Background: an optimization exercise with open tools, aiming at small area and few clock cycles. Do not read the settings as production practice. In this exercise RTL edits were held to simulation tests only and were not proved equivalent to the original. No activity file was given, so power comes from the tool's default toggle rates.

==> config.mk <==
export PLATFORM = sky130hd
export DESIGN_NAME = d_cache
export DESIGN_NICKNAME = d_cache
export VERILOG_FILES = /design/flow/design.v
export SDC_FILE = /design/flow/constraint.sdc
export NUM_CORES = 4
export LEC_CHECK = 0
export CAP_MARGIN = 20
export CORE_MARGIN = 2
export CORE_UTILIZATION = 45
export GPL_TIMING_DRIVEN = 0
export SLEW_MARGIN = 20
==> constraint.sdc <==
create_clock -name core_clock -period 9.0 [get_ports {clk}]
set_input_delay 1.8000 -clock core_clock [delete_from_list [all_inputs] [get_ports {clk}]]
set_output_delay 1.8000 -clock core_clock [all_outputs]
set_load 0.01 [all_outputs]
==> design.v <==
`timescale 1ns/1ps
module d_cache #(
  parameter ADDR_WIDTH = 32,
  parameter DATA_WIDTH = 32,
  parameter NUM_SETS = 8,
  parameter ASSOC = 4,
  parameter LINE_WORDS = 1
)(
  input  logic                    clk,
  input  logic                    rst_n,
  input  logic [ADDR_WIDTH-1:0]   cpu_addr,
  input  logic                    cpu_rd,
  input  logic                    cpu_wr,
  input  logic [DATA_WIDTH-1:0]   cpu_wdata,
  output logic [DATA_WIDTH-1:0]   cpu_rdata,
  output logic                    cpu_ready,
  output logic [ADDR_WIDTH-1:0]   mem_addr,
  output logic                    mem_rd,
  output logic                    mem_wr,
  output logic [DATA_WIDTH-1:0]   mem_wdata,
  input  logic [DATA_WIDTH-1:0]   mem_rdata,
  input  logic                    mem_ready
);
  localparam SET_BITS = 3;
  localparam WAY_BITS = 2;
  localparam TAG_BITS = ADDR_WIDTH - SET_BITS;
  localparam LINES = NUM_SETS * ASSOC;
  wire [SET_BITS-1:0] set = cpu_addr[SET_BITS-1:0];
  wire [TAG_BITS-1:0] tag = cpu_addr[ADDR_WIDTH-1 -: TAG_BITS];
  logic [LINES-1:0]                 line_dirty;
  logic [LINES-1:0][TAG_BITS-1:0]   line_tag;
  logic [LINES-1:0][DATA_WIDTH-1:0] line_data;
  logic [NUM_SETS-1:0][5:0] mru;
  logic [NUM_SETS-1:0]      v0;
  logic st_wb;     
  logic st_rd;     
  logic st_ww;     
  logic bg_wr;     
  logic bg_rd;     
  logic [SET_BITS+WAY_BITS-1:0] ridx;   
  logic [ADDR_WIDTH-1:0] maddr;
  logic [5:0] m;
  logic [3:0] valid;
  logic [ASSOC-1:0][TAG_BITS-1:0] stag;
  logic [ASSOC-1:0] sdirty;
  always_comb begin
    m = mru[set];
    valid[0] = v0[set];
    valid[1] = v0[set] | m[0];
    valid[2] = v0[set] | m[1];
    valid[3] = v0[set] | m[2];
    stag = '0;
    sdirty = '0;
    for (int s = 0; s < NUM_SETS; s++)
      for (int w = 0; w < ASSOC; w++) begin
        stag[w] = stag[w] | (line_tag[s*ASSOC+w] & {TAG_BITS{set == s}});
        sdirty[w] = sdirty[w] | (line_dirty[s*ASSOC+w] & (set == s));
      end
  end
  logic hit;
  logic [WAY_BITS-1:0] hit_way;
  always_comb begin
    hit = 0;
    hit_way = '0;
    for (int w = 0; w < ASSOC; w++) begin
      if (valid[w] && stag[w] == tag) begin
        hit = 1;
        hit_way = w;
      end
    end
  end
  logic [WAY_BITS-1:0] victim;
  always_comb begin
    if (m[0] && m[1] && m[2])         victim = 2'd0;
    else if (!m[0] && m[3] && m[4])   victim = 2'd1;
    else if (!m[1] && !m[3] && m[5])  victim = 2'd2;
    else                              victim = 2'd3;
  end
  wire req  = cpu_rd || cpu_wr;
  wire idle = !st_wb && !st_rd && !st_ww;
  wire mem_free = !bg_wr && (!bg_rd || mem_ready);
  wire victim_dirty = valid[victim] && sdirty[victim];
  wire hit_ok   = idle && req && hit;
  wire miss_go  = idle && req && !hit && mem_free;
  wire wm_clean = miss_go && cpu_wr && !victim_dirty;   
  wire ww_done  = st_ww;                                
  wire fill     = st_rd && mem_ready;
  wire hit_wr   = hit_ok && cpu_wr;
  wire alloc    = wm_clean || ww_done || fill;          
  wire [WAY_BITS-1:0] wway = idle ? (hit ? hit_way : victim) : ridx[1:0];
  wire touch = hit_ok || alloc;
  logic [5:0] mnew;
  always_comb begin
    mnew = m;
    case (wway)
      2'd0: begin mnew[0] = 0; mnew[1] = 0; mnew[2] = 0; end
      2'd1: begin mnew[0] = 1; mnew[3] = 0; mnew[4] = 0; end
      2'd2: begin mnew[1] = 1; mnew[3] = 1; mnew[5] = 0; end
      2'd3: begin mnew[2] = 1; mnew[4] = 1; mnew[5] = 1; end
    endcase
  end
  always_ff @(posedge clk or negedge rst_n) begin
    if (!rst_n) begin
      cpu_ready <= 0;
      mem_rd <= 0;
      mem_wr <= 0;
      st_wb <= 0;
      st_rd <= 0;
      st_ww <= 0;
      bg_wr <= 0;
      bg_rd <= 0;
      mru <= '0;
      v0 <= '0;
    end else begin
      cpu_ready <= hit_ok || alloc;
      mem_wr <= miss_go && victim_dirty;
      mem_rd <= (miss_go && !victim_dirty) || (st_wb && mem_ready) || (bg_wr && mem_ready);
      st_wb <= miss_go && victim_dirty && cpu_rd || st_wb && !mem_ready;
      st_rd <= miss_go && !victim_dirty && cpu_rd || st_wb && mem_ready || st_rd && !mem_ready;
      st_ww <= miss_go && victim_dirty && cpu_wr;
      bg_wr <= ww_done || bg_wr && !mem_ready;
      bg_rd <= wm_clean || bg_wr && mem_ready || bg_rd && !mem_ready;
      if (touch) mru[set] <= mnew;
      if (alloc && wway == 2'd0) v0[set] <= 1;
    end
  end
  always_ff @(posedge clk) begin
    if (idle) ridx <= {set, wway};
    if (miss_go || ww_done || (st_wb && mem_ready))
      maddr <= (miss_go && victim_dirty) ? {stag[victim], set} : cpu_addr;
  end
  wire [SET_BITS+WAY_BITS-1:0] widx = {set, wway};
  wire [DATA_WIDTH-1:0] wdata = fill ? mem_rdata : cpu_wdata;
  wire data_we = hit_wr || alloc;
  always_ff @(posedge clk) begin
    for (int l = 0; l < LINES; l++) begin
      if (data_we && widx == l) begin
        line_data[l] <= wdata;
        line_dirty[l] <= !fill;
      end
      if (alloc && widx == l) line_tag[l] <= tag;
    end
  end
  logic [DATA_WIDTH-1:0] rdata;
  always_comb begin
    rdata = '0;
    for (int l = 0; l < LINES; l++)
      rdata = rdata | (line_data[l] & {DATA_WIDTH{ridx == l}});
  end
  assign cpu_rdata = rdata;
  assign mem_wdata = rdata;
  assign mem_addr  = maddr;
endmodule
==> flow/run.sh <==
#!/bin/bash
# The standard layout, with two changes: synthesis maps the logic with an
# area-recovery ABC script (flow/area.abc), and the layout uses small port
# buffers and a clock tree of clkbuf_16 leaf clusters of up to 25 sinks without dummy loads.
# make's output goes to flow_make.log; each tool's log is under orfs/logs.
set -euo pipefail
W=$(pwd)
ORFS=$W/orfs
RES=$ORFS/results/$FLOW_PLATFORM/d_cache/base
export AREA_ABC_SCRIPT=$W/flow/area.abc
{ echo "source $W/flow/abc_wrap.tcl"; cat $W/synth_recipe.tcl; } > $W/flow_synth.tcl
export BUFFER_PORTS_ARGS="-buffer_cell sky130_fd_sc_hd__buf_1"
export CTS_ARGS="-sink_clustering_enable -repair_clock_nets -sink_clustering_size 25 -sink_clustering_max_diameter 80 -buf_list sky130_fd_sc_hd__clkbuf_16 -dont_use_dummy_load"
make -C $FLOW_HOME DESIGN_CONFIG=$FLOW_CONFIG WORK_HOME=$ORFS CLKGATE_MAP_FILE= \
  SYNTH_SCRIPT=$W/flow_synth.tcl finish > $W/flow_make.log 2>&1
: # left out here: write the final layout as DEF
==> flow/abc_wrap.tcl <==
# Run ABC with the area-recovery mapping script beside this file instead of
# the one the synthesis script names. Registers are mapped before this step,
# so they stay exactly as the standard synthesis makes them.
proc abc {args} {
  set i [lsearch -exact $args -script]
  if {$i >= 0} { lset args [expr {$i + 1}] $::env(AREA_ABC_SCRIPT) }
  yosys abc {*}$args
}
==> flow/area.abc <==
strash
&get -n
&st
&dch
&nf -R 1000
&put
==> standard.sh <==
#!/bin/bash
# synth_recipe.tcl (not shown) runs the flow's synth.tcl, then flattens the netlist and writes it again
# the make line also repeats each setting of config.mk as NAME=value (left out here)
make -C /OpenROAD-flow-scripts/flow DESIGN_CONFIG=/design/flow/config.mk WORK_HOME=/design/flow/orfs CLKGATE_MAP_FILE= SYNTH_SCRIPT=/design/flow/synth_recipe.tcl "${@:-finish}"
==> results of run 1 <==
[layer usage]
| metal | vias to the layer above | track usage |
|---|---|---|
| li1 | 19447 | - |
| met3 | 427 | 0.0343 |
| met4 | 6 | 0.0991 |
| met1 | 23780 | 0.340 |
| met5 | - | 0 |
| met2 | 2485 | 0.413 |
[cell usage in the layout (no fill, tap or decap), types with 9 or more instances in the layout]
cell                        count
sky130_fd_sc_hd__a211oi_1       9
sky130_fd_sc_hd__a21oi_1       86
sky130_fd_sc_hd__a221oi_1      63
sky130_fd_sc_hd__a222oi_1     383
sky130_fd_sc_hd__a22o_1        14
sky130_fd_sc_hd__a22oi_1      227
sky130_fd_sc_hd__a31oi_1       22
sky130_fd_sc_hd__and3_1        60
sky130_fd_sc_hd__and3_2        15
sky130_fd_sc_hd__buf_1        166
sky130_fd_sc_hd__buf_12        96
sky130_fd_sc_hd__buf_16        61
sky130_fd_sc_hd__buf_2         56
sky130_fd_sc_hd__buf_4         94
sky130_fd_sc_hd__buf_6         30
sky130_fd_sc_hd__buf_8         11
sky130_fd_sc_hd__clkbuf_16    107
sky130_fd_sc_hd__clkinv_1      19
sky130_fd_sc_hd__dfrtp_1       64
sky130_fd_sc_hd__edfxtp_1    2021
sky130_fd_sc_hd__ha_1          16
sky130_fd_sc_hd__mux2_1        17
sky130_fd_sc_hd__mux2_2        19
sky130_fd_sc_hd__mux4_2        14
sky130_fd_sc_hd__nand2_1      534
sky130_fd_sc_hd__nand3_1       55
sky130_fd_sc_hd__nand4_1      111
sky130_fd_sc_hd__nor2_1       118
sky130_fd_sc_hd__nor2_4        59
sky130_fd_sc_hd__nor3_1        19
sky130_fd_sc_hd__nor3_2        14
sky130_fd_sc_hd__nor4_1        15
sky130_fd_sc_hd__nor4_2        10
sky130_fd_sc_hd__o21ai_0       88
sky130_fd_sc_hd__xnor2_1       93
sky130_fd_sc_hd__xor2_1        27
[worst register-to-register path: cells and delay by family, from the launching register on]
| kind | cells | cell delay [ns] |
|---|---|---|
| flops | 1 | 0.39 |
| compound gates | 4 | 1.11 |
| simple gates | 6 | 2.91 |
| mux | 2 | 0.95 |
| buf+inv | 4 | 0.81 |
[kinds of logic after synthesis]
kind of cell | after synthesis
flops | 2085
fa+ha+maj | 20
mux | 57
compound gates | 935
xor+xnor | 123
buf+inv | 55
simple gates | 1078
[registers in the layout (all words and copies together) (netlist names)]
name and cells:
line_data 1024, line_tag 928, mru 48, line_dirty 32, maddr 32, v0 8
ridx 5, bg_rd 1, bg_wr 1, cpu_ready 1, mem_rd 1, mem_wr 1
st_rd 1, st_wb 1, st_ww 1
[final cells by class]
cell class	instances	area, um2
Antenna cell	4	10.0
Buffer	32	240
Clock buffer	107	2680
Fill cell	13486	81900
Inverter	23	97.6
Multi-Input combinational cell	2214	15500
Sequential cell	2085	62300
Tap cell	2233	2790
Timing Repair Buffer	482	5470
[timing repair]
action | 4_1_cts | 5_1_grt
pin swaps | 3 | 0
gates cloned | 1 | 0
gates resized for setup | 21 | 14
setup buffers | 6 | 0
endpoints found under the setup margin | 2041 | 185
[worst paths after layout]
kind,endpoint,start,slack [ns]
min in group asynchronous,cpu_ready$_DFF_PN0_,rst_n,0.99
max reg2reg,line_data[153]$_DFFE_PP_,mru[37]$_DFFE_PN0P_,2.50
max in group asynchronous,mru[32]$_DFFE_PN0P_,rst_n,7.30
min reg2reg,v0[7]$_DFFE_PN0P_,v0[7]$_DFFE_PN0P_,0.48
max,line_tag[81]$_DFFE_PP_,cpu_addr[0],0.17
min,v0[7]$_DFFE_PN0P_,v0[7]$_DFFE_PN0P_,0.48
[through the flow]
stage	hold slack, ns	instances	utilization	worst slack, ns
finish	0.483	7180	0.521	0.170
global route	0.492	7179	0.521	-0.0490
CTS	0.474	7175	0.521	0.0105
detailed placement	0.452	7061	0.504	-2.24
global placement	0.443	6785	0.473	-9.47
floorplan	0.432	4353	-	0.0391
[power by group through the flow]
| stage | registers [mW] | clock network (mW) | logic [mW] |
|---|---|---|---|
| after floorplan | 11.9 | 0 | 2.68 |
| after global placement | 11.9 | 0 | 4.78 |
| after detailed placement | 11.9 | 0 | 5.35 |
| after CTS | 11.7 | 5.02 | 5.39 |
| after global routing | 11.7 | 5.33 | 5.82 |
| final | 11.7 | 4.97 | 5.45 |
==> impl_summary.txt, run 1 <==
----------------------------------------------------
[STA]
  Worst-Margin Slew ... about 1.2 ns
  Final slew viol count ... 0
  Period utilisation layout ... 0.981
  Minimum clock period ... around 8.8 ns
  Setup TNS after final layout ... 0 ns
  Timing-limited maximum frequency ... 113 MHz
  Setup skew after layout ... about 0.13 ns
  Headroom to the max-slew limit ... 0.169
  Number of endpoints with negative hold slack in the final report ... 0
  Final setup violation count ... 0

[Drt]
  Total number of vias ... 46145
  Uppermost routed layer ... met5
  Total wire length after detailed routing ... between 200 and 250 mm
  Vias per inst ... 6.43
  Length of routed wiring on met1 ... slightly below 90 mm
  Total DRC errors in the routed layout ... 0
  DR WL met3 ... 19.2 mm
  Drt first pass iters ... 11
  Met2 wirelength from detailed routing ... around 110 mm
  Drt wl/cell ... 31.1 um
  First-iteration detailed-routing DRC count ... just over 7000
  Antenna Violating Nets Remaining ... 0

[Clocking]
  TritonCTS clock tree ... built
  Htree depth ... 3
  Clock root cell ... sky130_fd_sc_hd__clkbuf_16
  Clock latency reported for the late side of the worst-skew pair ... approximately 0.8 ns
  Clk buf depth ... 3
  Clock transition at the registers of the reported paths ... 0.10 ns
  CTS Buf Count ... ~110
  Number of buffers added to fix hold violations after cts ... 0
  CTS Sinks ... 2085

[Placed design]
  DP HPWL ... ~150 mm
  Placed Instance Area ... about 0.086 mm2
  Number of port buffers ... a little under 200
  Placer congestion estimate ... roughly 0.84

[Yosys]
  Dominant cell type by area after synthesis ... sky130_fd_sc_hd__edfxtp_1
  Main combinational cell family by area after synthesis ... compound AO/OA/AOI/OAI gates
  Share of synthesized registers carrying an async set or reset ... 0.0307
  Post-synthesis compound-gate area fraction ... 0.0988
  Synth Cell Area ... 0.0772 mm2
  Number of flip-flops and latches in the synthesized netlist ... 2085
  Post-synthesis adder-cell area fraction ... 0.00334
  Xor-xnor portion of the synthesized cell area ... 0.0139
  Gate Count Post-Synth ... 4353
  Area fraction in and, or, nand and nor cells after synthesis ... 0.0630
  Most used DFF post-synth ... sky130_fd_sc_hd__edfxtp_1
  Part of the Yosys area used for sequential elements ... 0.806
  Number of different library cells in the post-synthesis netlist ... 49
  Syn. warnings ... 1
  Fraction of synthesized cell area taken by the top area cell type ... 0.786
  Most instantiated cells after synthesis ... sky130_fd_sc_hd__edfxtp_1, sky130_fd_sc_hd__nand2_1, sky130_fd_sc_hd__a222oi_1
  Synthesized area per cell ... 17.7 um2
  Number of enable-type register cells in the synthesized netlist ... ~2000
  Largest cells by area after synthesis ... sky130_fd_sc_hd__edfxtp_1, sky130_fd_sc_hd__a222oi_1, sky130_fd_sc_hd__nand2_1
  Net count after synthesis ... ~4500
  Most frequent cell after synthesis ... sky130_fd_sc_hd__edfxtp_1
  Fraction of synthesized area in multiplexers ... 0.0102

[Pwr]
  Internal power of the cells ... about 15 mW
  Static Leakage ... around 28 nW
  Sw frac ... 0.307
  Post-layout total power ... about 22 mW
  Switching power ... just under 7 mW
  Power share of the sequential group ... 0.528
  Clock Power Share ... 0.225
  Portion of total power attributed to combinational logic ... 0.247
  Pwr/cell area ... between 200 and 250 mW/mm2
  Worst vdd rail ir drop ... ~0.20 mV

[Critical path]
  Buf/Inv on CP ... 9
  Cells on worst reg2reg path ... 16
  Largest fanout of any net on the critical path ... 34
  Cell class contributing the biggest share of worst-path delay ... simple AND/OR/NAND/NOR gates
  Kind of capture point of the worst setup path ... flop
  Total number of cells along the worst setup path ... 29
  Critical path's largest stage delay ... around 0.65 ns
  Start-to-end type of the worst setup path ... in2reg
  Arrival time reported for the critical path endpoint ... between 9 and 10 ns
  Crit path required time ... roughly 9.4 ns
  Highest-delay cell along the critical path ... sky130_fd_sc_hd__nor3_2
  Kind of start point of the critical path ... input port
  Cell with the most instances on the worst path ... sky130_fd_sc_hd__nand2_1

[GRT]
  Number of antenna violations at the first check in global routing ... 10
  Grt total ovfl ... 0
  Largest net degree at the start of global routing ... 48
  Aggregate global-route resource usage ... 0.251
  Global-route wire length before repair ... 318 mm
  Vias in the first global route ... 44641

[Cells and area]
  Proportion of layout cells with a drive suffix above 1 ... 0.127
  Total non-filler cell area in the finished layout ... roughly 0.089 mm2
  Area growth from synthesis to final layout ... 15.4%
  Nets ... around 5100

[Die]
  Die Area ... approximately 0.17 mm2
  Height of the chip ... between 400 and 500 um
  Chip Width ... 418 um
  Count of boundary I/O pins ... 200
  Effective utilization at floorplan ... 0.452
  Core area ... approximately 0.17 mm2
  Row Count ... between 150 and 200

[Status]
  Status ... no timing/DRC/antenna violations

[Job]
  Number of violations of the max-capacitance limit ... 0

[Min path]
  Class of the most critical hold timing path ... reg2reg
  Hold path cells ... 1

----------------------------------------------------
Testbench counts, summed over its fixed seeds: cycles 74,111.
==> inputs of run 2 (changes only) <==
--- a/config.mk
+++ b/config.mk
@@ -10,3 +10,2 @@
 export CORE_UTILIZATION = 45
-export GPL_TIMING_DRIVEN = 0
 export SLEW_MARGIN = 20
==> run 2 against run 1 <==
  * Critical endpoint is now mru[38]$_DFFE_PN0P_
  * Design area is 3.1% lower
  * Largest cell class unchanged
  * Highest routed layer is now met4
  * Synthesized area is the same
  * Via count is 0.72% lower
  * Critical path depth rose by 2
  * Power fell by 2.5%
  * Core utilization down 1.6 points
  * Clock skew grew 0.023 ns
  * Sequential share of layout area rose by 2.3 points
  * Combinational power down 9.0%
  * Critical path type unchanged
==> impl_summary.txt, run 2 <==
----------------------------------------------------
[Die]
  Die Area ... 0.175 mm2 (unchanged)
  Chip Width ... 418 um (unchanged)
  Core area ... 0.171 mm2 (unchanged)
  Count of boundary I/O pins ... 200 (unchanged)
  Effective utilization at floorplan ... 0.452 (unchanged)
  Row Count ... 152 (unchanged)
  Height of the chip ... 418 um (unchanged)

[STA]
  Period utilisation layout ... 0.912 (-0.0688)
  Setup TNS after final layout ... 0 ns (unchanged)
  Setup skew after layout ... 0.152 ns (+0.0233 ns)
  Final slew viol count ... 0 (unchanged)
  Unrepaired setup endpoints after global routing ... no
  Minimum clock period ... 8.21 ns (-0.620 ns)
  Headroom to the max-slew limit ... 0.226 (+0.0568)
  Timing-limited maximum frequency ... 122 MHz (+7.5%)
  Worst-Margin Slew ... 1.16 ns (-0.0721 ns)
  Number of endpoints with negative hold slack in the final report ... 0 (unchanged)
  Final setup violation count ... 0 (unchanged)

[GRT]
  Number of antenna violations at the first check in global routing ... 4 (-6)
  Vias in the first global route ... 44349 (-0.65%)
  Global-route wire length before repair ... 323 mm (+1.5%)
  Aggregate global-route resource usage ... 0.257 (+0.00525)
  Grt total ovfl ... 0 (unchanged)
  Largest net degree at the start of global routing ... 65 (+35%)

[Clocking]
  TritonCTS clock tree ... built
  Clk buf depth ... 3 (unchanged)
  Setup Fix Bufs, Post-CTS ... 0 (-6)
  Clock latency reported for the late side of the worst-skew pair ... 0.79 ns (about the same)
  Post_cts resized ... 0 (-100%)
  Htree depth ... 3 (unchanged)
  Clock root cell ... sky130_fd_sc_hd__clkbuf_16
  CTS Sinks ... 2085 (unchanged)
  Clock transition at the registers of the reported paths ... 0.10 ns (about the same)
  Number of buffers added to fix hold violations after cts ... 0 (unchanged)
  CTS Buf Count ... 103 (-3.7%)

[Drt]
  Drt first pass iters ... 10 (-1)
  First-iteration detailed-routing DRC count ... 6843 (-3.1%)
  Total wire length after detailed routing ... 228 mm (+1.9%)
  Antenna Violating Nets Remaining ... 0 (unchanged)
  Total number of vias ... 45812 (-0.72%)
  Drt wl/cell ... 32.0 um (+2.7%)
  Vias per inst ... 6.44 (+0.13%)
  Total DRC errors in the routed layout ... 0 (unchanged)

[Cells and area]
  Most common cell after layout, fill and taps aside ... sky130_fd_sc_hd__edfxtp_1
  Proportion of layout cells with a drive suffix above 1 ... 0.101 (-0.0263)
  Flip-flop count of the largest register after layout ... 1024 (unchanged)
  Largest Register ... line_data
  Biggest registers after layout ... line_data x1024, line_tag x928, mru x48
  Fillers ... 13925 (+3.3%)
  Non-filler instance count after layout ... 7119 (-0.85%)
  Highest-count cells in the layout ignoring fill and taps ... sky130_fd_sc_hd__edfxtp_1, sky130_fd_sc_hd__nand2_1, sky130_fd_sc_hd__a222oi_1
  Nets ... 5007 (-1.2%)
  Area growth from synthesis to final layout ... 11.8%

[Critical path]
  Highest-delay cell along the critical path ... sky130_fd_sc_hd__nor3_1
  Launch point of the worst reg-to-reg path ... line_tag[13]$_DFFE_PP_
  Cell class contributing the biggest share of worst-path delay ... simple AND/OR/NAND/NOR gates
  Worst R2R Setup Slack ... 3.05 ns (+0.55 ns)
  Crit path required time ... 9.64 ns (+0.22 ns)
  Buf/Inv on CP ... 6 (-3)
  Cell with the most instances on the worst path ... sky130_fd_sc_hd__o21ai_0
  Largest fanout of any net on the critical path ... 30 (-12%)
  Start-to-end type of the worst setup path ... in2reg
  Critical path's largest stage delay ... 0.50 ns (-0.15 ns)
  Arrival time reported for the critical path endpoint ... 8.85 ns (-0.40 ns)
  R2R Path End ... mru[38]$_DFFE_PN0P_
  Kind of start point of the critical path ... input port
  Kind of capture point of the worst setup path ... flop
  Cells on worst reg2reg path ... 26 (+10)

[Yosys]
  Most frequent cell after synthesis ... sky130_fd_sc_hd__edfxtp_1
  Synthesized area per cell ... 17.7 um2 (unchanged)
  Post-synthesis compound-gate area fraction ... 0.0988 (unchanged)
  Dominant cell type by area after synthesis ... sky130_fd_sc_hd__edfxtp_1
  Part of the Yosys area used for sequential elements ... 0.806 (unchanged)
  Fraction of synthesized cell area taken by the top area cell type ... 0.786 (unchanged)
  Post-synthesis adder-cell area fraction ... 0.00334 (unchanged)
  Most instantiated cells after synthesis ... sky130_fd_sc_hd__edfxtp_1, sky130_fd_sc_hd__nand2_1, sky130_fd_sc_hd__a222oi_1
  Area fraction in and, or, nand and nor cells after synthesis ... 0.0630 (unchanged)
  Number of different library cells in the post-synthesis netlist ... 49 (unchanged)
  Largest cells by area after synthesis ... sky130_fd_sc_hd__edfxtp_1, sky130_fd_sc_hd__a222oi_1, sky130_fd_sc_hd__nand2_1
  Synth Cell Area ... 0.0772 mm2 (unchanged)
  Gate Count Post-Synth ... 4353 (unchanged)
  Syn. warnings ... 1 (unchanged)
  Most used DFF post-synth ... sky130_fd_sc_hd__edfxtp_1
  Fraction of synthesized area in multiplexers ... 0.0102 (unchanged)
  Main combinational cell family by area after synthesis ... compound AO/OA/AOI/OAI gates
  Share of synthesized registers carrying an async set or reset ... 0.0307 (unchanged)
  Number of enable-type register cells in the synthesized netlist ... 2021 (unchanged)
  Xor-xnor portion of the synthesized cell area ... 0.0139 (unchanged)
  Net count after synthesis ... 4474 (unchanged)
  Number of flip-flops and latches in the synthesized netlist ... 2085 (unchanged)

[Pwr]
  Post-layout total power ... 21.5 mW (-2.5%)
  Worst vdd rail ir drop ... 0.244 mV (+21%)
  Clock Power Share ... 0.226 (about the same)
  Static Leakage ... 26.9 nW (-3.9%)
  Switching power ... 6.72 mW (-0.91%)
  Portion of total power attributed to combinational logic ... 0.231 (-0.016)
  Sw frac ... 0.312 (+0.00513)
  Power share of the sequential group ... 0.543 (+0.015)
  Internal power of the cells ... 14.8 mW (-3.3%)
  Pwr/cell area ... 249 mW/mm2 (+0.61%)

[Min path]
  Worst min-delay path startpoint ... v0[1]$_DFFE_PN0P_
  Hold path cells ... 1 (unchanged)
  Endpoint of the worst hold-timing path ... v0[1]$_DFFE_PN0P_
  Class of the most critical hold timing path ... reg2reg

[Placed design]
  Number of cells in the design after placement ... 7013 (-0.68%)
  DP HPWL ... 132 mm (-11%)
  Number of port buffers ... 199 (unchanged)
  Placer congestion estimate ... 0.832 (-1.1%)

[Job]
  Number of violations of the max-capacitance limit ... 0 (unchanged)

[Status]
  Status ... no timing/DRC/antenna violations

----------------------------------------------------
==> run 2: power by group through the flow <==
| stage | Combinational [mW] | Sequential, mW | Clock [mW] |
|---|---|---|---|
| after floorplan | 2.68 | 11.9 | 0 |
| after global placement | 4.91 | 11.9 | 0 |
| final | 4.96 | 11.7 | 4.86 |
| after CTS | 4.96 | 11.7 | 4.93 |
| after detailed placement | 4.95 | 11.9 | 0 |
| after global routing | 5.31 | 11.7 | 5.23 |
==> run 2: cells by family (layout without fill, tap and decap cells) <==
| logic type | after synthesis | in the layout |
|---|---|---|
| fa+ha+maj | 20 | 20 |
| compound gates | 935 | 935 |
| other cells | 0 | 2 |
| mux | 57 | 57 |
| buf+inv | 55 | 586 |
| simple gates | 1078 | 1078 |
| xor+xnor | 123 | 123 |
| flops | 2085 | 2085 |
==> run 2: metrics by stage <==
stage	util	hold WS [ns]	area (um2)	worst slack, ns
detailed placement	0.490	0.456	83700	0.193
CTS	0.505	0.474	86300	0.965
floorplan	-	0.432	77300	0.0391
global route	0.505	0.495	86300	0.380
finish	0.505	0.472	86300	0.790
global placement	0.490	0.447	83700	0.102
==> run 2: worst reg2reg max path, stage by stage, from the launching register on <==
cell,delay (ns)
sky130_fd_sc_hd__edfxtp_1,0.38
sky130_fd_sc_hd__a222oi_1,0.35
sky130_fd_sc_hd__nand4_1,0.13
sky130_fd_sc_hd__a221oi_1,0.35
sky130_fd_sc_hd__xnor2_1,0.11
sky130_fd_sc_hd__nor4_1,0.38
sky130_fd_sc_hd__nand2_1,0.11
sky130_fd_sc_hd__nor3_1,0.50
sky130_fd_sc_hd__buf_4,0.21
sky130_fd_sc_hd__nand4_1,0.11
sky130_fd_sc_hd__o21ai_0,0.25
sky130_fd_sc_hd__nor2_1,0.08
sky130_fd_sc_hd__nand2_1,0.18
sky130_fd_sc_hd__o211ai_1,0.20
sky130_fd_sc_hd__o21ai_0,0.15
sky130_fd_sc_hd__nand2_1,0.08
sky130_fd_sc_hd__o21ai_0,0.11
sky130_fd_sc_hd__clkinv_1,0.24
sky130_fd_sc_hd__ha_1,0.36
sky130_fd_sc_hd__a21oi_1,0.06
sky130_fd_sc_hd__or3_1,0.39
sky130_fd_sc_hd__or3_1,0.34
sky130_fd_sc_hd__o21ai_0,0.20
sky130_fd_sc_hd__a21oi_1,0.18
sky130_fd_sc_hd__nor2_1,0.16
sky130_fd_sc_hd__nand2_1,0.08
sky130_fd_sc_hd__o21ai_0,0.18
==> run 2: per-layer routing <==
metal	up-vias	track usage	share of wire
li1	19299	-	-
met1	23765	0.351	0.39
met2	2463	0.431	0.50
met3	285	0.0322	0.089
met4	0	0.0789	0.029
met5	-	0	0
==> run 2: cell type report <==
class / instances / area (um2) / area share
Inverter: 23 / 86.3 / 0.00100
Antenna cell: 2 / 5.00 / 0.0000580
Sequential cell: 2085 / 62300 / 0.722
Multi-Input combinational cell: 2213 / 15300 / 0.177
Tap cell: 2233 / 2790 / 0.0324
Clock buffer: 103 / 2580 / 0.0299
Timing Repair Buffer: 460 / 3250 / 0.0377
==> run 2: worst max-delay path by stage <==
stage	depth (start not counted)	slack, ns	from	endpoint
6_report	31	0.79	cpu_addr[1]	mru[38]$_DFFE_PN0P_
5_1_grt	31	0.38	cpu_addr[1]	mru[38]$_DFFE_PN0P_
4_1_cts	29	0.96	cpu_addr[1]	mru[18]$_DFFE_PN0P_
3_5_place_dp	29	0.19	cpu_addr[1]	mru[18]$_DFFE_PN0P_
3_3_place_gp	30	0.10	cpu_addr[1]	mru[19]$_DFFE_PN0P_
2_1_floorplan	20	0.04	cpu_addr[1]	line_tag[100]$_DFFE_PP_
==> inputs of run 3 (changes only) <==
==> flow/area.abc (replaced) <==
strash
&get -n
&st
&syn2
&dch
&nf -R 1000
&put
==> run 3 against run 2 <==
  * Via count is 3.7% lower
  * Design area is 1.2% lower
  * Register-to-register slack better by 0.17 ns
  * Final cell count is 5.2% lower
==> impl_summary.txt, run 3 <==
----------------------------------------------------
[Status]
  Status ... no timing/DRC/antenna violations

[Yosys]
  Most instantiated cells after synthesis ... sky130_fd_sc_hd__edfxtp_1, sky130_fd_sc_hd__a222oi_1, sky130_fd_sc_hd__a22oi_1
  Number of different library cells in the post-synthesis netlist ... 49 (unchanged)
  Number of enable-type register cells in the synthesized netlist ... 2021 (unchanged)
  Area fraction in and, or, nand and nor cells after synthesis ... 0.0479 (-0.0151)
  Gate Count Post-Synth ... 4058 (-6.8%)
  Part of the Yosys area used for sequential elements ... 0.813 (+0.00678)
  Xor-xnor portion of the synthesized cell area ... 0.0141 (+0.000117)
  Net count after synthesis ... 4179 (-6.6%)
  Synth Cell Area ... 0.0766 mm2 (-0.83%)
  Dominant cell type by area after synthesis ... sky130_fd_sc_hd__edfxtp_1
  Syn. warnings ... 1 (unchanged)
  Synthesized area per cell ... 18.9 um2 (+6.4%)
  Most used DFF post-synth ... sky130_fd_sc_hd__edfxtp_1
  Number of flip-flops and latches in the synthesized netlist ... 2085 (unchanged)
  Most frequent cell after synthesis ... sky130_fd_sc_hd__edfxtp_1
  Share of synthesized registers carrying an async set or reset ... 0.0307 (unchanged)
  Largest cells by area after synthesis ... sky130_fd_sc_hd__edfxtp_1, sky130_fd_sc_hd__a222oi_1, sky130_fd_sc_hd__a22oi_1
  Post-synthesis adder-cell area fraction ... 0.00337 (+0.0000281)
  Fraction of synthesized area in multiplexers ... 0.00936 (-0.000878)
  Main combinational cell family by area after synthesis ... compound AO/OA/AOI/OAI gates
  Fraction of synthesized cell area taken by the top area cell type ... 0.792 (+0.00661)
  Post-synthesis compound-gate area fraction ... 0.108 (+0.00905)

[Drt]
  Vias per inst ... 6.53 (+1.5%)
  Drt wl/cell ... 33.5 um (+4.8%)
  Total wire length after detailed routing ... 226 mm (-0.64%)
  Antenna Violating Nets Remaining ... 0 (unchanged)
  Total number of vias ... 44100 (-3.7%)
  DR WL met3 ... 19.2 mm (-5.3%)
  Met2 wirelength from detailed routing ... 112 mm (-0.79%)
  Total DRC errors in the routed layout ... 0 (unchanged)
  Uppermost routed layer ... met4
  Drt first pass iters ... 9 (-1)
  Length of routed wiring on met1 ... 86.3 mm (-1.9%)
  First-iteration detailed-routing DRC count ... 7182 (+5.0%)

[Pwr]
  Worst vdd rail ir drop ... 0.197 mV (-19%)
  Pwr/cell area ... 245 mW/mm2 (-1.6%)
  Static Leakage ... 26.1 nW (-2.8%)

[Critical path]
  Launch point of the worst reg-to-reg path ... mru[36]$_DFFE_PN0P_
  Highest-delay cell along the critical path ... sky130_fd_sc_hd__nor2_1
  Cells along the critical path ... buf_1 > clkinv_1 > ha_1 > ha_4 > buf_4 > buf_4 > a222oi_1 > and3_1 > xnor2_1 > nor4_1 > nand2_1 > nor3_1 > nand2b_1 > or2_0 > or3_1 > nor2_1 > nand2_1 > nand3_1 > nand3_1 > nor2_1 > nand2_1 > o21ai_0 > o21ai_0
  Largest fanout of any net on the critical path ... 32 (+6.7%)
  R2R Path End ... mru[30]$_DFFE_PN0P_
  Kind of start point of the critical path ... input port
  Kind of capture point of the worst setup path ... flop
  Cell with the most instances on the worst path ... sky130_fd_sc_hd__nand2_1
  Launching element of the worst setup path ... cpu_addr[1]
  Cells on worst reg2reg path ... 16 (-38%)
  Critical path's largest stage delay ... 0.60 ns (+0.10 ns)
  Start-to-end type of the worst setup path ... in2reg
  Crit path required time ... 9.59 ns (-0.05 ns)
  Arrival time reported for the critical path endpoint ... 8.43 ns (-0.42 ns)
  Worst R2R Setup Slack ... 3.22 ns (+0.17 ns)

[Min path]
  Worst min-delay path startpoint ... v0[2]$_DFFE_PN0P_
  Class of the most critical hold timing path ... reg2reg
  Hold path cells ... 1 (unchanged)
  Endpoint of the worst hold-timing path ... v0[2]$_DFFE_PN0P_

[Clocking]
  Htree depth ... 3 (unchanged)
  CTS Sinks ... 2085 (unchanged)
  Setup Fix Bufs, Post-CTS ... 0 (unchanged)
  TritonCTS clock tree ... built
  Clk buf depth ... 3 (unchanged)
  Clock transition at the registers of the reported paths ... 0.09 ns (about the same)
  Number of buffers added to fix hold violations after cts ... 0 (unchanged)
  Post_cts resized ... 0 (unchanged)
  Clock root cell ... sky130_fd_sc_hd__clkbuf_16
  CTS Buf Count ... 103 (unchanged)
  Clock latency reported for the late side of the worst-skew pair ... 0.79 ns (about the same)

[Cells and area]
  Nets ... 4652 (-7.1%)
  Total non-filler cell area in the finished layout ... 0.0852 mm2 (-1.2%)
  Area growth from synthesis to final layout ... 11.3%
  Largest Register ... line_data
  Fillers ... 13749 (-1.3%)
  Area used by sequential logic in the layout ... 0.0623 mm2 (unchanged)
  Flip-flop count of the largest register after layout ... 1024 (unchanged)
  Highest-count cells in the layout ignoring fill and taps ... sky130_fd_sc_hd__edfxtp_1, sky130_fd_sc_hd__a222oi_1, sky130_fd_sc_hd__a22oi_1
  Most common cell after layout, fill and taps aside ... sky130_fd_sc_hd__edfxtp_1
  Area occupied by multi-input gates ... 0.0148 mm2 (-3.4%)
  Proportion of layout cells with a drive suffix above 1 ... 0.102 (+0.000863)
  Non-filler instance count after layout ... 6750 (-5.2%)
  Biggest registers after layout ... line_data x1024, line_tag x928, mru x48

[Die]
  Count of boundary I/O pins ... 200 (unchanged)
  Core area ... 0.169 mm2 (-0.99%)
  Chip Width ... 417 um (-0.41%)
  Height of the chip ... 417 um (-0.41%)
  Effective utilization at floorplan ... 0.452 (+0.000708)
  Die Area ... 0.174 mm2 (-0.83%)
  Row Count ... 151 (-0.66%)

[GRT]
  Number of antenna violations at the first check in global routing ... 4 (unchanged)
  Largest net degree at the start of global routing ... 65 (unchanged)
  Aggregate global-route resource usage ... 0.256 (-0.000284)
  Global-route wire length before repair ... 320 mm (-1.2%)
  Vias in the first global route ... 42667 (-3.8%)
  Grt total ovfl ... 0 (unchanged)

[Job]
  Number of violations of the max-capacitance limit ... 0 (unchanged)

[STA]
  Minimum clock period ... 7.84 ns (-0.368 ns)
  Number of endpoints with negative hold slack in the final report ... 0 (unchanged)
  Worst-Margin Slew ... 1.10 ns (-0.0655 ns)
  Headroom to the max-slew limit ... 0.269 (+0.0437)
  Final setup violation count ... 0 (unchanged)
  Unrepaired setup endpoints after global routing ... no
  Setup TNS after final layout ... 0 ns (unchanged)
  Setup skew after layout ... 0.102 ns (-0.0506 ns)
  Period utilisation layout ... 0.871 (-0.0409)
  Final slew viol count ... 0 (unchanged)
  Timing-limited maximum frequency ... 128 MHz (+4.7%)

[Placed design]
  Placed Instance Area ... 0.0827 mm2 (-1.3%)
  Placer congestion estimate ... 0.892 (+7.2%)
  Number of port buffers ... 199 (unchanged)
  Number of cells in the design after placement ... 6644 (-5.3%)
  DP HPWL ... 131 mm (-1.1%)

----------------------------------------------------
## run 3: cell count changes in the layout (fill, tap and decap cells not counted), moves of 26 or more
cell | before | now
sky130_fd_sc_hd__o21ai_0 | 94 | 48
sky130_fd_sc_hd__a221oi_1 | 69 | 43
sky130_fd_sc_hd__buf_4 | 216 | 167
sky130_fd_sc_hd__and3_1 | 76 | 113
sky130_fd_sc_hd__nor2_4 | 58 | 100
sky130_fd_sc_hd__xor2_1 | 27 | 55
sky130_fd_sc_hd__nand2_1 | 536 | 214
sky130_fd_sc_hd__a22o_1 | 14 | 61
sky130_fd_sc_hd__nand4_1 | 111 | 61
sky130_fd_sc_hd__nor2_1 | 120 | 80
sky130_fd_sc_hd__a222oi_1 | 383 | 432
## run 3: worst max path at each step
stage / endpoint / slack (ns) / cells after the start
3_3_place_gp: mru[15]$_DFFE_PN0P_ / 0.54 / 25
3_5_place_dp: mru[15]$_DFFE_PN0P_ / 0.59 / 25
5_1_grt: mru[22]$_DFFE_PN0P_ / 0.77 / 23
6_report: mru[30]$_DFFE_PN0P_ / 1.16 / 23
2_1_floorplan: line_data[576]$_DFFE_PP_ / 0.14 / 17
4_1_cts: mru[47]$_DFFE_PN0P_ / 1.37 / 25
## run 3: cell type report
type                       count  share of cell area
inverter                      22            0.000969
sequential                  2085               0.731
tap                         2218              0.0326
clock buffer                 103              0.0302
timing repair buffer         400              0.0319
antenna                        3           0.0000881
multi-input combinational   1919               0.174
## run 3: cells by family (layout without fill, tap and decap cells)
family                     after synthesis  count (layout)
and+or+nand+nor                        754             754
buffers and inverters                   54             525
xor gates and xnor gates               123             123
AOI/OAI and AO/OA                      972             972
muxes                                   50              50
other                                    0               3
adders and majority gates               20              20
DFF                                   2085            2085
## run 3: critical path: cells and delay by family
family          cells  cell delay [ns]
compound gates      3             0.64
xor+xnor            1             0.17
fa+ha+maj           2             0.85
buf+inv             4             1.15
simple gates       13             3.78
## run 3: layer usage
layer	vias up	track usage
met1	22902	0.343
li1	18491	-
met2	2357	0.430
met5	-	0
met3	350	0.0362
met4	0	0.0926
## run 3: power breakdown
part           total (mW)  switching (mW)  internal, mW  leakage (nW)
registers            11.6           0.191          11.4          19.0
clock network        4.87            2.84          2.03          1.27
logic                4.42            3.22          1.19          5.81
total                20.9            6.25          14.7          26.1
## run 3: per-stage QoR
stage                     worst slack, ns  hold slack, ns   util  power (mW)
after floorplan                     0.142           0.423      -        14.2
after global placement              0.539           0.442  0.488        16.2
after detailed placement            0.595           0.439  0.488        16.3
after CTS                            1.37           0.468  0.504        21.0
after global routing                0.771           0.485  0.504        21.6
final                                1.16           0.465  0.504        20.9
==> inputs of run 4 (changes only) <==
--- a/config.mk
+++ b/config.mk
@@ -10,2 +10,3 @@
 export CORE_UTILIZATION = 45
+export PLACE_DENSITY = 0.8
 export SLEW_MARGIN = 20
==> run 4 against run 3 <==
  * Wire length fell by 3.8%
  * Largest cell class unchanged
  * Final cell count shrank 0.61%
  * Global-route usage is 1.2 points lower
==> impl_summary.txt, run 4 <==
----------------------------------------------------
[Status]
  Status ... no timing/DRC/antenna violations

[Cells and area]
  Area occupied by multi-input gates ... 0.0148 mm2 (about the same)
  Biggest registers after layout ... line_data x1024, line_tag x928, mru x48
  Nets ... 4611 (-0.88%)
  Area used by sequential logic in the layout ... 0.0623 mm2 (unchanged)
  Area growth from synthesis to final layout ... 10.7%
  Fillers ... 13139 (-4.4%)
  Largest Register ... line_data
  Post-route core utilization ... 0.501 (-0.00279)
  Flip-flop count of the largest register after layout ... 1024 (unchanged)
  Most common cell after layout, fill and taps aside ... sky130_fd_sc_hd__edfxtp_1
  Non-filler instance count after layout ... 6709 (-0.61%)
  Highest-count cells in the layout ignoring fill and taps ... sky130_fd_sc_hd__edfxtp_1, sky130_fd_sc_hd__a222oi_1, sky130_fd_sc_hd__a22oi_1
  Proportion of layout cells with a drive suffix above 1 ... 0.0929 (-0.00909)

[GRT]
  Aggregate global-route resource usage ... 0.244 (-0.0118)
  Global-route wire length before repair ... 310 mm (-3.1%)
  Vias in the first global route ... 44228 (+3.7%)
  Number of antenna violations at the first check in global routing ... 9 (+5)
  Grt total ovfl ... 0 (unchanged)
  Largest net degree at the start of global routing ... 85 (+31%)

[Yosys]
  Share of synthesized registers carrying an async set or reset ... 0.0307 (unchanged)
  Fraction of synthesized cell area taken by the top area cell type ... 0.792 (unchanged)
  Gate Count Post-Synth ... 4058 (unchanged)
  Dominant cell type by area after synthesis ... sky130_fd_sc_hd__edfxtp_1
  Most instantiated cells after synthesis ... sky130_fd_sc_hd__edfxtp_1, sky130_fd_sc_hd__a222oi_1, sky130_fd_sc_hd__a22oi_1
  Most frequent cell after synthesis ... sky130_fd_sc_hd__edfxtp_1
  Syn. warnings ... 1 (unchanged)
  Number of flip-flops and latches in the synthesized netlist ... 2085 (unchanged)
  Net count after synthesis ... 4179 (unchanged)
  Part of the Yosys area used for sequential elements ... 0.813 (unchanged)
  Number of different library cells in the post-synthesis netlist ... 49 (unchanged)
  Most used DFF post-synth ... sky130_fd_sc_hd__edfxtp_1
  Synth Cell Area ... 0.0766 mm2 (unchanged)
  Number of enable-type register cells in the synthesized netlist ... 2021 (unchanged)
  Synthesized area per cell ... 18.9 um2 (unchanged)
  Largest cells by area after synthesis ... sky130_fd_sc_hd__edfxtp_1, sky130_fd_sc_hd__a222oi_1, sky130_fd_sc_hd__a22oi_1

[Pwr]
  Worst vdd rail ir drop ... 0.232 mV (+18%)
  Sw frac ... 0.301 (+0.00208)
  Switching power ... 6.25 mW (about the same)
  Power share of the sequential group ... 0.561 (+0.005)
  Pwr/cell area ... 245 mW/mm2 (-0.12%)
  Portion of total power attributed to combinational logic ... 0.215 (+0.004)
  Static Leakage ... 25.8 nW (-1.1%)
  Internal power of the cells ... 14.5 mW (-0.96%)
  Clock Power Share ... 0.224 (-0.009)

[Die]
  Core area ... 0.169 mm2 (unchanged)
  Row Count ... 151 (unchanged)
  Chip Width ... 417 um (unchanged)
  Die Area ... 0.174 mm2 (unchanged)
  Effective utilization at floorplan ... 0.452 (unchanged)
  Height of the chip ... 417 um (unchanged)
  Count of boundary I/O pins ... 200 (unchanged)

[Critical path]
  Buf/Inv on CP ... 6 (+2)
  Arrival time reported for the critical path endpoint ... 8.69 ns (+0.26 ns)
  Crit path required time ... 9.60 ns (about the same)
  Launch point of the worst reg-to-reg path ... line_tag[430]$_DFFE_PP_
  Cell class contributing the biggest share of worst-path delay ... compound AO/OA/AOI/OAI gates
  R2R Path End ... mru[15]$_DFFE_PN0P_
  Largest fanout of any net on the critical path ... 36 (+13%)
  Kind of start point of the critical path ... input port
  Critical path's largest stage delay ... 0.59 ns (about the same)
  Start-to-end type of the worst setup path ... in2reg
  Worst R2R Setup Slack ... 3.12 ns (-0.10 ns)
  Cells on worst reg2reg path ... 21 (+5)
  Cell with the most instances on the worst path ... sky130_fd_sc_hd__o21ai_0
  Kind of capture point of the worst setup path ... flop
  Highest-delay cell along the critical path ... sky130_fd_sc_hd__a21oi_1

[STA]
  Setup skew after layout ... 0.0661 ns (-0.0356 ns)
  Final slew viol count ... 0 (unchanged)
  Worst-Margin Slew ... 1.16 ns (+0.0662 ns)
  Number of endpoints with negative hold slack in the final report ... 0 (unchanged)
  Timing-limited maximum frequency ... 124 MHz (-3.0%)
  Setup TNS after final layout ... 0 ns (unchanged)
  Minimum clock period ... 8.09 ns (+0.244 ns)
  Period utilisation layout ... 0.898 (+0.0271)
  Unrepaired setup endpoints after global routing ... no
  Hold_ws ... 0.478 ns (+0.0130 ns)
  Final setup violation count ... 0 (unchanged)
  Headroom to the max-slew limit ... 0.225 (-0.0441)

[Drt]
  Antenna Violating Nets Remaining ... 0 (unchanged)
  Drt wl/cell ... 32.5 um (-3.2%)
  Total number of vias ... 45869 (+4.0%)
  First-iteration detailed-routing DRC count ... 9962 (+39%)
  Drt first pass iters ... 10 (+1)
  Total wire length after detailed routing ... 218 mm (-3.8%)
  Total DRC errors in the routed layout ... 0 (unchanged)
  Vias per inst ... 6.84 (+4.6%)

[Min path]
  Endpoint of the worst hold-timing path ... v0[6]$_DFFE_PN0P_
  Class of the most critical hold timing path ... reg2reg
  Hold path cells ... 1 (unchanged)
  Worst min-delay path startpoint ... v0[6]$_DFFE_PN0P_

[Clocking]
  CTS Buf Count ... 95 (-7.8%)
  Clock latency reported for the late side of the worst-skew pair ... 0.76 ns (-0.03 ns)
  TritonCTS clock tree ... built
  Clk buf depth ... 3 (unchanged)
  CTS Sinks ... 2085 (unchanged)
  Clock transition at the registers of the reported paths ... 0.09 ns (about the same)
  Clock root cell ... sky130_fd_sc_hd__clkbuf_16
  Htree depth ... 3 (unchanged)
  Setup Fix Bufs, Post-CTS ... 0 (unchanged)
  Post_cts resized ... 0 (unchanged)
  Number of buffers added to fix hold violations after cts ... 0 (unchanged)

[Placed design]
  Placer congestion estimate ... 0.898 (+0.74%)
  Number of port buffers ... 199 (unchanged)
  DP HPWL ... 121 mm (-7.0%)
  Number of cells in the design after placement ... 6607 (-0.56%)

[Job]
  Number of violations of the max-capacitance limit ... 0 (unchanged)

----------------------------------------------------
## run 4: cell counts after synthesis
Identical to the previous run, type by type.
## run 4: cells by family (layout without fill, tap and decap cells)
kind of cell	count (synthesis)	count (layout)	share of synthesized area
flip-flops	2085	2085	0.813
AO/OA/AOI/OAI	972	972	0.108
AND/OR/NAND/NOR	754	754	0.0479
XOR/XNOR	123	123	0.0141
buffers and inverters	54	484	0.00421
multiplexers	50	50	0.00936
adder cells (fa/ha/maj)	20	20	0.00337
other	0	3	0
## run 4: final cells by class
type | count | area share
Sequential cell | 2085 | 0.735
Multi-Input combinational cell | 1919 | 0.174
Tap cell | 2218 | 0.0327
Timing Repair Buffer | 367 | 0.0289
Clock buffer | 95 | 0.0280
Inverter | 22 | 0.000974
Antenna cell | 3 | 0.0000886
## run 4: worst reg2reg max path: stages, from the launching register on
cell and delay [ns]:
sky130_fd_sc_hd__edfxtp_1 0.39, sky130_fd_sc_hd__a221oi_1 0.31, sky130_fd_sc_hd__a21oi_1 0.16, sky130_fd_sc_hd__a221o_1 0.32
sky130_fd_sc_hd__a221oi_1 0.57, sky130_fd_sc_hd__xnor2_1 0.16, sky130_fd_sc_hd__nor4_1 0.25, sky130_fd_sc_hd__nand3_1 0.11
sky130_fd_sc_hd__nor3_1 0.46, sky130_fd_sc_hd__o21ai_0 0.29, sky130_fd_sc_hd__nor4_1 0.24, sky130_fd_sc_hd__o21ai_0 0.13
sky130_fd_sc_hd__o21a_1 0.22, sky130_fd_sc_hd__ha_1 0.35, sky130_fd_sc_hd__clkinv_1 0.08, sky130_fd_sc_hd__a21oi_1 0.17
sky130_fd_sc_hd__nor3_1 0.12, sky130_fd_sc_hd__o21ai_0 0.26, sky130_fd_sc_hd__or2_0 0.29, sky130_fd_sc_hd__nor2_1 0.07
sky130_fd_sc_hd__a21oi_1 0.59, sky130_fd_sc_hd__o21ai_0 0.20
## run 4: power groups by stage
stage / clock, mW / sequential, mW / combinational (mW)
after floorplan: 0 / 11.8 / 2.41
after global placement: 0 / 11.8 / 4.26
after detailed placement: 0 / 11.9 / 4.35
after CTS: 4.64 / 11.7 / 4.37
after global routing: 4.95 / 11.7 / 4.68
final: 4.65 / 11.7 / 4.46
## run 4: layer usage
layer / vias up / GRT usage / routed length, um
met5: - / 0 / 35
met3: 644 / 0.0582 / 32100
met2: 4283 / 0.392 / 102000
met1: 22565 / 0.317 / 71800
li1: 18371 / - / -
met4: 6 / 0.113 / 11500
## run 4: metrics by stage
step	worst slack (ns)	area (um2)	total power [mW]
5_1_grt	0.682	84800	21.3
3_5_place_dp	0.473	82300	16.2
2_1_floorplan	0.142	76600	14.2
3_3_place_gp	0.573	82100	16.1
4_1_cts	1.25	84700	20.7
6_report	0.915	84800	20.8
## run 4: how the worst max path moves through the flow
stage	start	cells after the start	endpoint	slack (ns)
after floorplan	cpu_addr[0]	17	line_data[576]$_DFFE_PP_	0.14
final	cpu_addr[1]	26	mru[15]$_DFFE_PN0P_	0.91
after global placement	cpu_addr[1]	26	mru[23]$_DFFE_PN0P_	0.57
after global routing	cpu_addr[1]	26	mru[31]$_DFFE_PN0P_	0.68
after CTS	cpu_addr[1]	26	mru[23]$_DFFE_PN0P_	1.25
after detailed placement	cpu_addr[1]	26	mru[31]$_DFFE_PN0P_	0.47
==> inputs of run 5 (changes only) <==
--- a/config.mk
+++ b/config.mk
@@ -10,3 +10,3 @@
 export CORE_UTILIZATION = 45
-export PLACE_DENSITY = 0.8
+export PLACE_DENSITY = 0.9
 export SLEW_MARGIN = 20
==> run 5 against run 4 <==
  * Still clean
  * Synthesized area did not move
  * Critical path depth down 6
  * Register-to-register slack better by 0.25 ns
  * Final cell count is 0.37% higher
  * Count of clock-buffer cells in the layout grew 1
  * Power up 0.64%
  * Global-route usage up 0.50 points
  * Setup slack lost 0.21 ns
  * Largest power group unchanged
==> impl_summary.txt, run 5 <==
----------------------------------------------------
[Status]
  Status ... no timing/DRC/antenna violations

[GRT]
  Largest net degree at the start of global routing ... 65 (-24%)
  Grt total ovfl ... 0 (unchanged)
  Global-route wire length before repair ... 318 mm (+2.7%)
  Vias in the first global route ... 46725 (+5.6%)
  Number of antenna violations at the first check in global routing ... 17 (+8)
  Aggregate global-route resource usage ... 0.249 (+0.00502)

[Yosys]
  Gate Count Post-Synth ... 4058 (unchanged)
  Xor-xnor portion of the synthesized cell area ... 0.0141 (unchanged)
  Dominant cell type by area after synthesis ... sky130_fd_sc_hd__edfxtp_1
  Net count after synthesis ... 4179 (unchanged)
  Largest cells by area after synthesis ... sky130_fd_sc_hd__edfxtp_1, sky130_fd_sc_hd__a222oi_1, sky130_fd_sc_hd__a22oi_1
  Main combinational cell family by area after synthesis ... compound AO/OA/AOI/OAI gates
  Most instantiated cells after synthesis ... sky130_fd_sc_hd__edfxtp_1, sky130_fd_sc_hd__a222oi_1, sky130_fd_sc_hd__a22oi_1
  Synth Cell Area ... 0.0766 mm2 (unchanged)
  Share of synthesized registers carrying an async set or reset ... 0.0307 (unchanged)
  Fraction of synthesized cell area taken by the top area cell type ... 0.792 (unchanged)
  Area fraction in and, or, nand and nor cells after synthesis ... 0.0479 (unchanged)
  Post-synthesis compound-gate area fraction ... 0.108 (unchanged)
  Post-synthesis adder-cell area fraction ... 0.00337 (unchanged)
  Fraction of synthesized area in multiplexers ... 0.00936 (unchanged)
  Number of enable-type register cells in the synthesized netlist ... 2021 (unchanged)
  Most frequent cell after synthesis ... sky130_fd_sc_hd__edfxtp_1
  Syn. warnings ... 1 (unchanged)
  Synthesized area per cell ... 18.9 um2 (unchanged)
  Part of the Yosys area used for sequential elements ... 0.813 (unchanged)
  Most used DFF post-synth ... sky130_fd_sc_hd__edfxtp_1
  Number of flip-flops and latches in the synthesized netlist ... 2085 (unchanged)
  Number of different library cells in the post-synthesis netlist ... 49 (unchanged)

[Critical path]
  Arrival time reported for the critical path endpoint ... 8.71 ns (+0.02 ns)
  Kind of capture point of the worst setup path ... flop
  Start-to-end type of the worst setup path ... in2reg
  Crit path required time ... 9.42 ns (-0.18 ns)
  Largest fanout of any net on the critical path ... 58 (+61%)
  Kind of start point of the critical path ... input port

[STA]
  Setup skew after layout ... 0.0883 ns (+0.0222 ns)
  Worst-Margin Slew ... 1.18 ns (+0.0157 ns)
  Headroom to the max-slew limit ... 0.215 (-0.0104)
  Number of endpoints with negative hold slack in the final report ... 0 (unchanged)
  Setup TNS after final layout ... 0 ns (unchanged)
  Period utilisation layout ... 0.922 (+0.0232)
  Final setup violation count ... 0 (unchanged)
  Timing-limited maximum frequency ... 121 MHz (-2.5%)
  Minimum clock period ... 8.29 ns (+0.209 ns)
  Min setup slack post-route ... 0.706 ns (-0.209 ns)
  Final slew viol count ... 0 (unchanged)
  Unrepaired setup endpoints after global routing ... no

[Cells and area]
  Area occupied by multi-input gates ... 0.0148 mm2 (about the same)
  Area growth from synthesis to final layout ... 10.7% (about the same)
  Fillers ... 12693 (-3.4%)
  Area used by sequential logic in the layout ... 0.0623 mm2 (unchanged)
  Flip-flop count of the largest register after layout ... 1024 (unchanged)
  Proportion of layout cells with a drive suffix above 1 ... 0.0923 (-0.000614)
  Highest-count cells in the layout ignoring fill and taps ... sky130_fd_sc_hd__edfxtp_1, sky130_fd_sc_hd__a222oi_1, sky130_fd_sc_hd__a22oi_1
  Nets ... 4630 (+0.41%)
  Largest Register ... line_data
  Total non-filler cell area in the finished layout ... 0.0848 mm2 (about the same)
  Most common cell after layout, fill and taps aside ... sky130_fd_sc_hd__edfxtp_1
  Biggest registers after layout ... line_data x1024, line_tag x928, mru x48
  Non-filler instance count after layout ... 6734 (+0.37%)

[Pwr]
  Pwr/cell area ... 246 mW/mm2 (+0.61%)
  Post-layout total power ... 20.9 mW (+0.64%)
  Worst vdd rail ir drop ... 0.247 mV (+6.5%)
  Static Leakage ... 25.9 nW (+0.10%)

[Drt]
  Antenna Violating Nets Remaining ... 0 (unchanged)
  Total DRC errors in the routed layout ... 0 (unchanged)
  Drt wl/cell ... 33.4 um (+2.7%)
  Drt first pass iters ... 12 (+2)
  Vias per inst ... 7.07 (+3.4%)
  First-iteration detailed-routing DRC count ... 11965 (+20%)
  Total wire length after detailed routing ... 225 mm (+3.1%)
  Total number of vias ... 47594 (+3.8%)

[Die]
  Core area ... 0.169 mm2 (unchanged)
  Count of boundary I/O pins ... 200 (unchanged)
  Row Count ... 151 (unchanged)
  Effective utilization at floorplan ... 0.452 (unchanged)
  Die Area ... 0.174 mm2 (unchanged)
  Chip Width ... 417 um (unchanged)
  Height of the chip ... 417 um (unchanged)

[Clocking]
  TritonCTS clock tree ... built
  Clock latency reported for the late side of the worst-skew pair ... 0.76 ns (about the same)
  Post_cts resized ... 0 (unchanged)
  Setup Fix Bufs, Post-CTS ... 0 (unchanged)
  CTS Buf Count ... 96 (+1.1%)
  Number of buffers added to fix hold violations after cts ... 0 (unchanged)
  Clock transition at the registers of the reported paths ... 0.10 ns (about the same)
  Clock root cell ... sky130_fd_sc_hd__clkbuf_16
  CTS Sinks ... 2085 (unchanged)
  Htree depth ... 3 (unchanged)
  Clk buf depth ... 3 (unchanged)

[Placed design]
  Number of cells in the design after placement ... 6623 (+0.24%)
  Placer congestion estimate ... 0.923 (+2.7%)
  Pre-CTS WS ... 0.364 ns (-0.108 ns)
  DP HPWL ... 125 mm (+2.6%)
  Number of port buffers ... 199 (unchanged)
  Placed Instance Area ... 0.0822 mm2 (about the same)

[Job]
  Number of violations of the max-capacitance limit ... 0 (unchanged)

[Min path]
  Class of the most critical hold timing path ... reg2reg

----------------------------------------------------
-- run 5: cell types whose count changed in the layout (fill, tap and decap cells not counted), moves of 5 or more --
cell / previous run / this run
sky130_fd_sc_hd__buf_1: 174 / 189
sky130_fd_sc_hd__buf_12: 23 / 15
sky130_fd_sc_hd__buf_4: 138 / 166
sky130_fd_sc_hd__clkbuf_2: 23 / 8
sky130_fd_sc_hd__diode_2: 3 / 9
sky130_fd_sc_hd__mux2_1: 27 / 32
sky130_fd_sc_hd__mux2_2: 6 / 1
-- run 5: worst paths after layout --
| kind | startpoint | end | slack (ns) | depth (start not counted) |
|---|---|---|---|---|
| min in group asynchronous | rst_n | mru[33]$_DFFE_PN0P_ | 1.25 | 2 |
| max in group asynchronous | rst_n | mru[29]$_DFFE_PN0P_ | 7.05 | 2 |
| min | v0[6]$_DFFE_PN0P_ | v0[6]$_DFFE_PN0P_ | 0.47 | 1 |
| max reg2reg | mru[1]$_DFFE_PN0P_ | mru[30]$_DFFE_PN0P_ | 3.37 | 17 |
| min reg2reg | v0[6]$_DFFE_PN0P_ | v0[6]$_DFFE_PN0P_ | 0.47 | 1 |
| max | cpu_addr[1] | line_data[352]$_DFFE_PP_ | 0.71 | 20 |
-- run 5: stage by stage --
step / utilization / hold WS [ns]
2_1_floorplan: - / 0.423
3_3_place_gp: 0.485 / 0.436
3_5_place_dp: 0.486 / 0.446
4_1_cts: 0.500 / 0.468
5_1_grt: 0.501 / 0.486
6_report: 0.501 / 0.472
-- run 5: final cells by class --
class / instances / share of cell area
inverter: 22 / 0.000974
timing repair buffer: 385 / 0.0287
sequential: 2085 / 0.735
tap: 2218 / 0.0327
multi-input combinational: 1919 / 0.174
clock buffer: 96 / 0.0283
antenna: 9 / 0.000266
-- run 5: report_power, final --
part | internal, mW | switching [mW] | total [mW]
sequential | 11.4 | 0.224 | 11.7
clock | 1.91 | 2.80 | 4.71
combinational | 1.19 | 3.34 | 4.53
-- run 5: metal layers --
layer	global-route usage	up-vias	share of wire
met4	0.138	16	0.066
met1	0.302	22915	0.30
met3	0.0718	967	0.16
li1	-	18429	-
met5	0	-	0.00041
met2	0.404	5267	0.47
-- run 5: cell families after synthesis --
| family | after synthesis |
|---|---|
| buffers and inverters | 54 |
| DFF | 2085 |
| muxes | 50 |
| xor gates and xnor gates | 123 |
| AOI/OAI and AO/OA | 972 |
| and+or+nand+nor | 754 |
| adders and majority gates | 20 |
-- run 5: worst max-delay path: stages --
cell	delay, ns
sky130_fd_sc_hd__buf_1	0.16
sky130_fd_sc_hd__buf_4	0.35
sky130_fd_sc_hd__ha_1	0.64
sky130_fd_sc_hd__nor2b_4	0.75
sky130_fd_sc_hd__buf_12	0.41
sky130_fd_sc_hd__buf_4	0.26
sky130_fd_sc_hd__a22oi_1	0.09
sky130_fd_sc_hd__and3_1	0.22
sky130_fd_sc_hd__xor2_1	0.13
sky130_fd_sc_hd__nand4_1	0.25
sky130_fd_sc_hd__nor4_1	0.59
sky130_fd_sc_hd__nand4_1	0.33
sky130_fd_sc_hd__o21ai_0	0.30
sky130_fd_sc_hd__nor4_1	0.08
sky130_fd_sc_hd__o21ai_0	0.15
sky130_fd_sc_hd__o21a_1	0.32
sky130_fd_sc_hd__ha_1	0.28
sky130_fd_sc_hd__nand2_1	0.41
sky130_fd_sc_hd__nor2_4	0.70
sky130_fd_sc_hd__buf_4	0.40
==> inputs of run 6 (changes only) <==
--- a/flow/run.sh
+++ b/flow/run.sh
@@ -3,3 +3,3 @@
 # area-recovery ABC script (flow/area.abc), and the layout uses small port
-# buffers and a clock tree of clkbuf_16 leaf clusters of up to 25 sinks without dummy loads.
+# buffers and a clock tree of clkbuf_16 leaf clusters of up to 28 sinks without dummy loads.
 # make's output goes to flow_make.log; each tool's log is under orfs/logs.
@@ -12,3 +12,3 @@
 export BUFFER_PORTS_ARGS="-buffer_cell sky130_fd_sc_hd__buf_1"
-export CTS_ARGS="-sink_clustering_enable -repair_clock_nets -sink_clustering_size 25 -sink_clustering_max_diameter 80 -buf_list sky130_fd_sc_hd__clkbuf_16 -dont_use_dummy_load"
+export CTS_ARGS="-sink_clustering_enable -repair_clock_nets -sink_clustering_size 28 -sink_clustering_max_diameter 80 -buf_list sky130_fd_sc_hd__clkbuf_16 -dont_use_dummy_load"
 make -C $FLOW_HOME DESIGN_CONFIG=$FLOW_CONFIG WORK_HOME=$ORFS CLKGATE_MAP_FILE= \
--- a/config.mk
+++ b/config.mk
@@ -10,3 +10,3 @@
 export CORE_UTILIZATION = 45
-export PLACE_DENSITY = 0.9
+export PLACE_DENSITY = 0.8
 export SLEW_MARGIN = 20
==> run 6 against run 5 <==
  * Setup slack better by 0.14 ns
  * Non-clock buffer count fell by 18
  * Die area is the same
  * First-iteration DRC count is 18% lower
  * Global-route usage is 0.56 points lower
  * Critical endpoint is now mru[7]$_DFFE_PN0P_
  * Largest power group unchanged
==> impl_summary.txt, run 6 <==
----------------------------------------------------
[Yosys]
  Largest cells by area after synthesis ... sky130_fd_sc_hd__edfxtp_1, sky130_fd_sc_hd__a222oi_1, sky130_fd_sc_hd__a22oi_1
  Most used DFF post-synth ... sky130_fd_sc_hd__edfxtp_1
  Dominant cell type by area after synthesis ... sky130_fd_sc_hd__edfxtp_1
  Syn. warnings ... 1 (unchanged)
  Number of flip-flops and latches in the synthesized netlist ... 2085 (unchanged)
  Fraction of synthesized cell area taken by the top area cell type ... 0.792 (unchanged)

[GRT]
  Number of antenna violations at the first check in global routing ... 9 (-8)
  Vias in the first global route ... 44156 (-5.5%)

[Clocking]
  Number of buffers added to fix hold violations after cts ... 0 (unchanged)
  Clock transition at the registers of the reported paths ... 0.10 ns (about the same)
  TritonCTS clock tree ... built

[Job]
  Number of violations of the max-capacitance limit ... 0 (unchanged)

[Critical path]
  Highest-delay cell along the critical path ... sky130_fd_sc_hd__a21oi_1
  Arrival time reported for the critical path endpoint ... 8.72 ns (about the same)

[Pwr]
  Worst vdd rail ir drop ... 0.207 mV (-16%)

[Cells and area]
  Area growth from synthesis to final layout ... 10.4%
  Post-route core utilization ... 0.500 (-0.00126)
  Area used by sequential logic in the layout ... 0.0623 mm2 (unchanged)
  Biggest registers after layout ... line_data x1024, line_tag x928, mru x48

[STA]
  Unrepaired setup endpoints after global routing ... no
  Worst-Margin Slew ... 1.15 ns (-0.0296 ns)
  Hold_ws ... 0.481 ns (+0.00910 ns)
  Headroom to the max-slew limit ... 0.235 (+0.0197)
  Minimum clock period ... 8.16 ns (-0.136 ns)

[Status]
  Status ... no timing/DRC/antenna violations

[Drt]
  Drt wl/cell ... 32.5 um (-2.7%)
  Antenna Violating Nets Remaining ... 0 (unchanged)
  Drt first pass iters ... 14 (+2)

[Min path]
  Hold path cells ... 1 (unchanged)
  Class of the most critical hold timing path ... reg2reg

[Placed design]
  Placer congestion estimate ... 0.898 (-2.7%)
  Number of port buffers ... 199 (unchanged)

[Die]
  Row Count ... 151 (unchanged)
  Chip Width ... 417 um (unchanged)

----------------------------------------------------
-- run 6: routing by layer --
layer	vias to the layer above	track usage	share of wire
met5	-	0	0.00020
li1	18364	-	-
met4	6	0.116	0.057
met2	4196	0.389	0.47
met1	22554	0.316	0.33
met3	651	0.0592	0.15
-- run 6: through the flow --
step | area (um2) | setup WS (ns) | std cells
5_1_grt | 84600 | 0.604 | 6701
3_3_place_gp | 82100 | 0.573 | 6600
4_1_cts | 84500 | 1.22 | 6694
2_1_floorplan | 76600 | 0.142 | 4058
3_5_place_dp | 82300 | 0.473 | 6607
6_report | 84600 | 0.843 | 6703
-- run 6: logic make-up (layout without fill, tap and decap cells) --
logic type                 count (synthesis)  count (layout)  share of synthesized area
buffers and inverters                     54             476                    0.00421
xor gates and xnor gates                 123             123                     0.0141
and+or+nand+nor                          754             754                     0.0479
adders and majority gates                 20              20                    0.00337
muxes                                     50              50                    0.00936
other                                      0               5                          0
DFF                                     2085            2085                      0.813
AOI/OAI and AO/OA                        972             972                      0.108
-- run 6: layout make-up --
class / instances / area share
Timing Repair Buffer: 367 / 0.0291
Tap cell: 2218 / 0.0328
Multi-Input combinational cell: 1919 / 0.175
Antenna cell: 5 / 0.000148
Sequential cell: 2085 / 0.736
Inverter: 22 / 0.000976
Clock buffer: 87 / 0.0257
-- run 6: worst paths after layout --
check / start / to / slack [ns]
worst max-delay path: cpu_addr[1] / mru[7]$_DFFE_PN0P_ / 0.84
worst min register to register: v0[6]$_DFFE_PN0P_ / v0[6]$_DFFE_PN0P_ / 0.48
worst min-delay path: v0[6]$_DFFE_PN0P_ / v0[6]$_DFFE_PN0P_ / 0.48
max in group asynchronous: rst_n / mru[37]$_DFFE_PN0P_ / 7.11
min in group asynchronous: rst_n / mru[32]$_DFFE_PN0P_ / 1.25
worst max register to register: line_tag[430]$_DFFE_PP_ / mru[7]$_DFFE_PN0P_ / 3.10
-- run 6: critical path, delay by kind of cell --
kind,cells,cell delay (ns)
AOI/OAI and AO/OA,8,2.34
adders and majority gates,3,1.06
buffers and inverters,6,1.11
and+or+nand+nor,8,2.21
xor gates and xnor gates,1,0.17
-- run 6: power by group --
group | internal [mW] | leakage (nW) | switching (mW)
Clock | 1.74 | 1.07 | 2.72
Sequential | 11.4 | 19.0 | 0.220
Combinational | 1.20 | 5.63 | 3.26
Total | 14.4 | 25.7 | 6.20

Setup slack of run 6, layout unchanged: 0.843 ns with ideal ports, 0.857 ns with driving cells assumed (clock clkbuf_16, inputs buf_2), 0.056 ns with port delays also shifted by the 0.801 ns mid clock arrival.
